This is an optimization exercise on Yosys and OpenROAD, whose aim is small area, not a production implementation.
In this exercise RTL edits were held to simulation tests only and were not proved equivalent to the original.
No activity file was given, so power comes from the tool's default toggle rates.

==> flow/design.v <==
module lt32(
    input  [31:0] xn,
    input  [31:0] y,
    output        lt
    );
    function f;
        input [31:0] xn, y;
        integer i, j, n;
        reg [1:0] l, p;
        reg c, q;
        begin
            for (j = 0; j < 2; j = j + 1) begin
                c = 1'b0;
                q = 1'b1;
                for (i = 16 * j; i < 16 * j + 16; i = i + 1) begin
                    c = (xn[i] & y[i]) | (xn[i] & c) | (y[i] & c);
                    q = q & (xn[i] | y[i]);
                end
                l[j] = c;
                p[j] = q;
            end
            for (n = 1; n >= 1; n = n / 2)
                for (i = 0; i < n; i = i + 1) begin
                    l[i] = l[2*i+1] | (p[2*i+1] & l[2*i]);
                    p[i] = p[2*i+1] & p[2*i];
                end
            f = l[0];
        end
    endfunction
    assign lt = f(xn, y);
endmodule
module sel3n(
    input  s1,
    input  s0,
    input  h,
    input  v1,
    input  v0,
    input  q,
    output d
    );
    assign d = ~((s1 & v1) | (s0 & v0) | (h & q));
endmodule
module cae_reg(
    input             clk,
    input             e,
    input             d,
    input             ltv,
    input      [31:0] x,
    input      [31:0] y,
    output reg [31:0] lo,
    output reg [31:0] hi,
    output     [31:0] loc,
    output     [31:0] hic
    );
    wire sw = ltv ^ d;
    wire ls = e & sw;
    wire lk = e & ~sw;
    wire h  = ~e;
    wire [31:0] dlo, dhi;
    assign loc = ~lo;
    assign hic = ~hi;
    genvar i;
    generate
        for (i = 0; i < 32; i = i + 1) begin : b
            sel3n slo(ls, lk, h, y[i], x[i], loc[i], dlo[i]);
            sel3n shi(ls, lk, h, x[i], y[i], hic[i], dhi[i]);
        end
    endgenerate
    always @(posedge clk) begin
        lo <= dlo;
        hi <= dhi;
    end
endmodule
module pass_reg(
    input             clk,
    input             e,
    input      [31:0] x,
    output reg [31:0] q
    );
    always @(posedge clk)
        if (e)
            q <= x;
endmodule
module full_CAE(
input [31:0] i1,
input [31:0] i2,
input [31:0] i3,
input [31:0] i4,
input [31:0] i5,
input [31:0] i6,
input [31:0] i7,
input [31:0] i8,
input dir,
input clk,
input reset,
input enable,
output [31:0] o1,
output [31:0] o2,
output [31:0] o3,
output [31:0] o4,
output [31:0] o5,
output [31:0] o6,
output [31:0] o7,
output [31:0] o8
);
wire e = enable & ~reset;
reg [6:1] dq;
always @(posedge clk)
    if (e)
        dq <= {dq[5:1], dir};
wire [31:0] a0, a1, a2, a3, a4, a5, a6, a7;    
wire [31:0] b0_n, b0_c, b1_n, b1_c, b2_n, b2_c, b3_n, b3_c, b4_n, b4_c, b5_n, b5_c, b6_n, b6_c, b7_n, b7_c;    
wire [31:0] c0_n, c0_c, c1_n, c1_c, c2_n, c2_c, c3_n, c3_c, c4_n, c4_c, c5_n, c5_c, c6_n, c6_c, c7_n, c7_c;    
wire [31:0] f0_n, f0_c, f1_n, f1_c, f2_n, f2_c, f3_n, f3_c, f4_n, f4_c, f5_n, f5_c, f6_n, f6_c, f7_n, f7_c;    
wire [31:0] g0, g1, g2_n, g2_c, g3_n, g3_c, g4_n, g4_c, g5_n, g5_c, g6, g7;    
wire [31:0] k0, k1_n, k1_c, k2, k3_n, k3_c, k4_n, k4_c, k5, k6_n, k6_c, k7;    
wire [31:0] m0, m1_n, m1_c, m2_n, m2_c, m3_n, m3_c, m4_n, m4_c, m5_n, m5_c, m6_n, m6_c, m7;    
pass_reg p10(clk, e, i1, a0);
pass_reg p11(clk, e, i2, a1);
pass_reg p12(clk, e, i3, a2);
pass_reg p13(clk, e, i4, a3);
pass_reg p14(clk, e, i5, a4);
pass_reg p15(clk, e, i6, a5);
pass_reg p16(clk, e, i7, a6);
pass_reg p17(clk, e, i8, a7);
wire lt_20;
lt32 c20((~a0), a2, lt_20);
cae_reg x20(clk, e, dq[1], lt_20, a0, a2, b0_n, b2_n, b0_c, b2_c);
wire lt_21;
lt32 c21((~a1), a3, lt_21);
cae_reg x21(clk, e, dq[1], lt_21, a1, a3, b1_n, b3_n, b1_c, b3_c);
wire lt_22;
lt32 c22((~a4), a6, lt_22);
cae_reg x22(clk, e, dq[1], lt_22, a4, a6, b4_n, b6_n, b4_c, b6_c);
wire lt_23;
lt32 c23((~a5), a7, lt_23);
cae_reg x23(clk, e, dq[1], lt_23, a5, a7, b5_n, b7_n, b5_c, b7_c);
wire lt_30;
lt32 c30(b0_n, b4_c, lt_30);
cae_reg x30(clk, e, dq[2], lt_30, b0_c, b4_c, c0_n, c4_n, c0_c, c4_c);
wire lt_31;
lt32 c31(b1_n, b5_c, lt_31);
cae_reg x31(clk, e, dq[2], lt_31, b1_c, b5_c, c1_n, c5_n, c1_c, c5_c);
wire lt_32;
lt32 c32(b2_n, b6_c, lt_32);
cae_reg x32(clk, e, dq[2], lt_32, b2_c, b6_c, c2_n, c6_n, c2_c, c6_c);
wire lt_33;
lt32 c33(b3_n, b7_c, lt_33);
cae_reg x33(clk, e, dq[2], lt_33, b3_c, b7_c, c3_n, c7_n, c3_c, c7_c);
wire lt_40;
lt32 c40(c0_n, c1_c, lt_40);
cae_reg x40(clk, e, dq[3], lt_40, c0_c, c1_c, f0_n, f1_n, f0_c, f1_c);
wire lt_41;
lt32 c41(c2_n, c3_c, lt_41);
cae_reg x41(clk, e, dq[3], lt_41, c2_c, c3_c, f2_n, f3_n, f2_c, f3_c);
wire lt_42;
lt32 c42(c4_n, c5_c, lt_42);
cae_reg x42(clk, e, dq[3], lt_42, c4_c, c5_c, f4_n, f5_n, f4_c, f5_c);
wire lt_43;
lt32 c43(c6_n, c7_c, lt_43);
cae_reg x43(clk, e, dq[3], lt_43, c6_c, c7_c, f6_n, f7_n, f6_c, f7_c);
wire lt_50;
lt32 c50(f2_n, f4_c, lt_50);
cae_reg x50(clk, e, dq[4], lt_50, f2_c, f4_c, g2_n, g4_n, g2_c, g4_c);
wire lt_51;
lt32 c51(f3_n, f5_c, lt_51);
cae_reg x51(clk, e, dq[4], lt_51, f3_c, f5_c, g3_n, g5_n, g3_c, g5_c);
pass_reg p50(clk, e, f0_c, g0);
pass_reg p51(clk, e, f1_c, g1);
pass_reg p56(clk, e, f6_c, g6);
pass_reg p57(clk, e, f7_c, g7);
wire gt_60;
wire lt_60 = ~gt_60;
lt32 c60(g4_n, g1, gt_60);
cae_reg x60(clk, e, dq[5], lt_60, g1, g4_c, k1_n, k4_n, k1_c, k4_c);
wire lt_61;
lt32 c61(g3_n, g6, lt_61);
cae_reg x61(clk, e, dq[5], lt_61, g3_c, g6, k3_n, k6_n, k3_c, k6_c);
pass_reg p60(clk, e, g0, k0);
pass_reg p62(clk, e, g2_c, k2);
pass_reg p65(clk, e, g5_c, k5);
pass_reg p67(clk, e, g7, k7);
wire lt_70;
lt32 c70(k1_n, k2, lt_70);
cae_reg x70(clk, e, dq[6], lt_70, k1_c, k2, m1_n, m2_n, m1_c, m2_c);
wire lt_71;
lt32 c71(k3_n, k4_c, lt_71);
cae_reg x71(clk, e, dq[6], lt_71, k3_c, k4_c, m3_n, m4_n, m3_c, m4_c);
wire gt_72;
wire lt_72 = ~gt_72;
lt32 c72(k6_n, k5, gt_72);
cae_reg x72(clk, e, dq[6], lt_72, k5, k6_c, m5_n, m6_n, m5_c, m6_c);
pass_reg p70(clk, e, k0, m0);
pass_reg p77(clk, e, k7, m7);
assign o1 = m0;
assign o2 = m1_c;
assign o3 = m2_c;
assign o4 = m3_c;
assign o5 = m4_c;
assign o6 = m5_c;
assign o7 = m6_c;
assign o8 = m7;
endmodule
export LEC_CHECK = 0
export CAP_MARGIN = 20
export CORE_MARGIN = 2
export CORE_UTILIZATION = 60
export PLACE_DENSITY = 0.72
export SLEW_MARGIN = 20
create_clock -name core_clock -period 4.5 [get_ports {clk}]
standard.sh (not shown) runs the stock make flow with config.mk's settings and CLKGATE_MAP_FILE= SYNTH_SCRIPT=/design/flow/synth_recipe.tcl, a recipe that flattens the netlist after the stock synthesis.
==> flow/flow/run.sh <==
#!/bin/bash
# Own layout flow: the standard ORFS flow with these changes:
#  - synthesis is the standard flow's synthesis script, except that Yosys does not extract
#    half/full adders, modules lt32 (comparator) and sel3n (one register input
#    bit) are mapped on their own before the design is flattened, and ABC maps
#    for area: lt32 with flow/mapa.script, the rest with flow/amap.script.
#    Registers are inferred and mapped exactly as in the standard synthesis.
#  - ports get the smallest buffer, and CTS inserts no dummy loads.
# Every tool's output is kept: make.log here, ORFS's per-step logs in orfs/logs.
set -euo pipefail
# clock tree: no dummy loads; the buffers CTS may use
CTS_ARGS="-sink_clustering_enable -repair_clock_nets -dont_use_dummy_load -sink_clustering_size 14 -sink_clustering_max_diameter 60 -buf_list sky130_fd_sc_hd__clkbuf_8"
W=$(pwd)
F=$W/flow

cat > $W/my_synth.tcl <<EOT
proc abc {args} {
  set i [lsearch -exact \$args -script]
  set a2 [lreplace \$args [expr {\$i + 1}] [expr {\$i + 1}] $F/mapa.script]
  puts "own flow: abc \$a2 lt32"
  yosys abc {*}\$a2 lt32
  set a1 [lreplace \$args [expr {\$i + 1}] [expr {\$i + 1}] $F/amap.script]
  puts "own flow: abc \$a1"
  yosys abc {*}\$a1
}
proc extract_fa {args} {
  puts "own flow: no extract_fa"
}
source $W/synth_recipe.tcl
EOT

make -C "$FLOW_HOME" DESIGN_CONFIG=$W/config.mk WORK_HOME=$W/orfs CLKGATE_MAP_FILE= \
  SYNTH_SCRIPT=$W/my_synth.tcl \
  SYNTH_KEEP_MODULES="lt32 sel3n" \
  BUFFER_PORTS_ARGS="-buffer_cell sky130_fd_sc_hd__buf_1" \
  CTS_ARGS="$CTS_ARGS" \
  finish > $W/make.log 2>&1

R=$W/orfs/results/$FLOW_PLATFORM/full_CAE/base
: # left out here: write the final layout as DEF
==> flow/flow/amap.script <==
strash
dch
amap
topo
stime -c
==> flow/flow/mapa.script <==
strash
dch
map -a
topo
stime -c
Next try:
--- a/flow/flow/run.sh
+++ b/flow/flow/run.sh
@@ -11,3 +11,3 @@
 # clock tree: no dummy loads; the buffers CTS may use
-CTS_ARGS="-sink_clustering_enable -repair_clock_nets -dont_use_dummy_load -sink_clustering_size 14 -sink_clustering_max_diameter 60 -buf_list sky130_fd_sc_hd__clkbuf_8"
+CTS_ARGS="-sink_clustering_enable -repair_clock_nets -dont_use_dummy_load -sink_clustering_size 16 -sink_clustering_max_diameter 60 -buf_list sky130_fd_sc_hd__clkbuf_8"
 W=$(pwd)
--- a/flow/config.mk
+++ b/flow/config.mk
@@ -9,4 +9,3 @@
 export CORE_MARGIN = 2
-export CORE_UTILIZATION = 60
-export PLACE_DENSITY = 0.72
+export CORE_UTILIZATION = 45
 export SLEW_MARGIN = 20
Maximum frequency falls slightly.
Cell area rises slightly.
Hold slack got worse by 0.071 ns.
Combinational power is about the same.
Critical path depth does not change.
Next try:
--- a/flow/flow/run.sh
+++ b/flow/flow/run.sh
@@ -11,3 +11,3 @@
 # clock tree: no dummy loads; the buffers CTS may use
-CTS_ARGS="-sink_clustering_enable -repair_clock_nets -dont_use_dummy_load -sink_clustering_size 16 -sink_clustering_max_diameter 60 -buf_list sky130_fd_sc_hd__clkbuf_8"
+CTS_ARGS="-sink_clustering_enable -repair_clock_nets -dont_use_dummy_load -sink_clustering_size 24 -sink_clustering_max_diameter 60"
 W=$(pwd)
Fmax went up by about 0.6%.
Global-route usage hardly moves.
Combinational power is about the same.
Sequential share of layout area went down by 1.1 points.
Design area rises by about 2%.
Register-to-register slack gains 0.03 ns.
Clock-buffer cell count decreases by 11.
Worst setup slack improves by 0.026 ns.
Clock skew is lower by 0.030 ns.
Next try:
--- a/flow/flow/run.sh
+++ b/flow/flow/run.sh
@@ -11,3 +11,3 @@
 # clock tree: no dummy loads; the buffers CTS may use
-CTS_ARGS="-sink_clustering_enable -repair_clock_nets -dont_use_dummy_load -sink_clustering_size 24 -sink_clustering_max_diameter 60"
+CTS_ARGS="-sink_clustering_enable -repair_clock_nets -dont_use_dummy_load -sink_clustering_size 14 -sink_clustering_max_diameter 60 -buf_list sky130_fd_sc_hd__clkbuf_8"
 W=$(pwd)
Outcome:
- clock-buffer cell count goes up by 20
- die area does not change
- global-route usage barely changes
- final area falls slightly
- power shrinks by a few percent
- via count is about the same

## separate check: timing with driven ports
The results above use ideal ports. As a check the final layouts listed here were re-extracted and re-timed, cells and wires unchanged.
Step 1 assumes that a clkbuf_16 drives the clock port and a buf_2 every other input.
Step 2, shift: input delay + t, output delay - t, t = (earliest + latest rising clock arrival at the registers) / 2. This alone moves slack from input paths to output paths.
a / b / c = ideal ports / drivers / drivers and shift; a / b = the first two.
run	shift t [ns]	slack for setup (ns)	hold WS [ns]	slew at the worst register clock pin (ns)	worst data-port slew with drivers (ns)
the first run	0.940	0.242 / 0.242 / 0.242	0.193 / 0.137 / 0.398	0.10 / 0.10	0.06
the second run	0.976	0.222 / 0.222 / 0.222	0.122 / 0.069 / 0.399	0.11 / 0.11	0.06
the third run	0.844	0.248 / 0.248 / 0.248	0.272 / 0.224 / 0.396	0.09 / 0.09	0.05
the fourth run	0.975	0.280 / 0.280 / 0.280	0.134 / 0.078 / 0.410	0.10 / 0.10	0.05
After both steps every run listed still meets setup and hold.
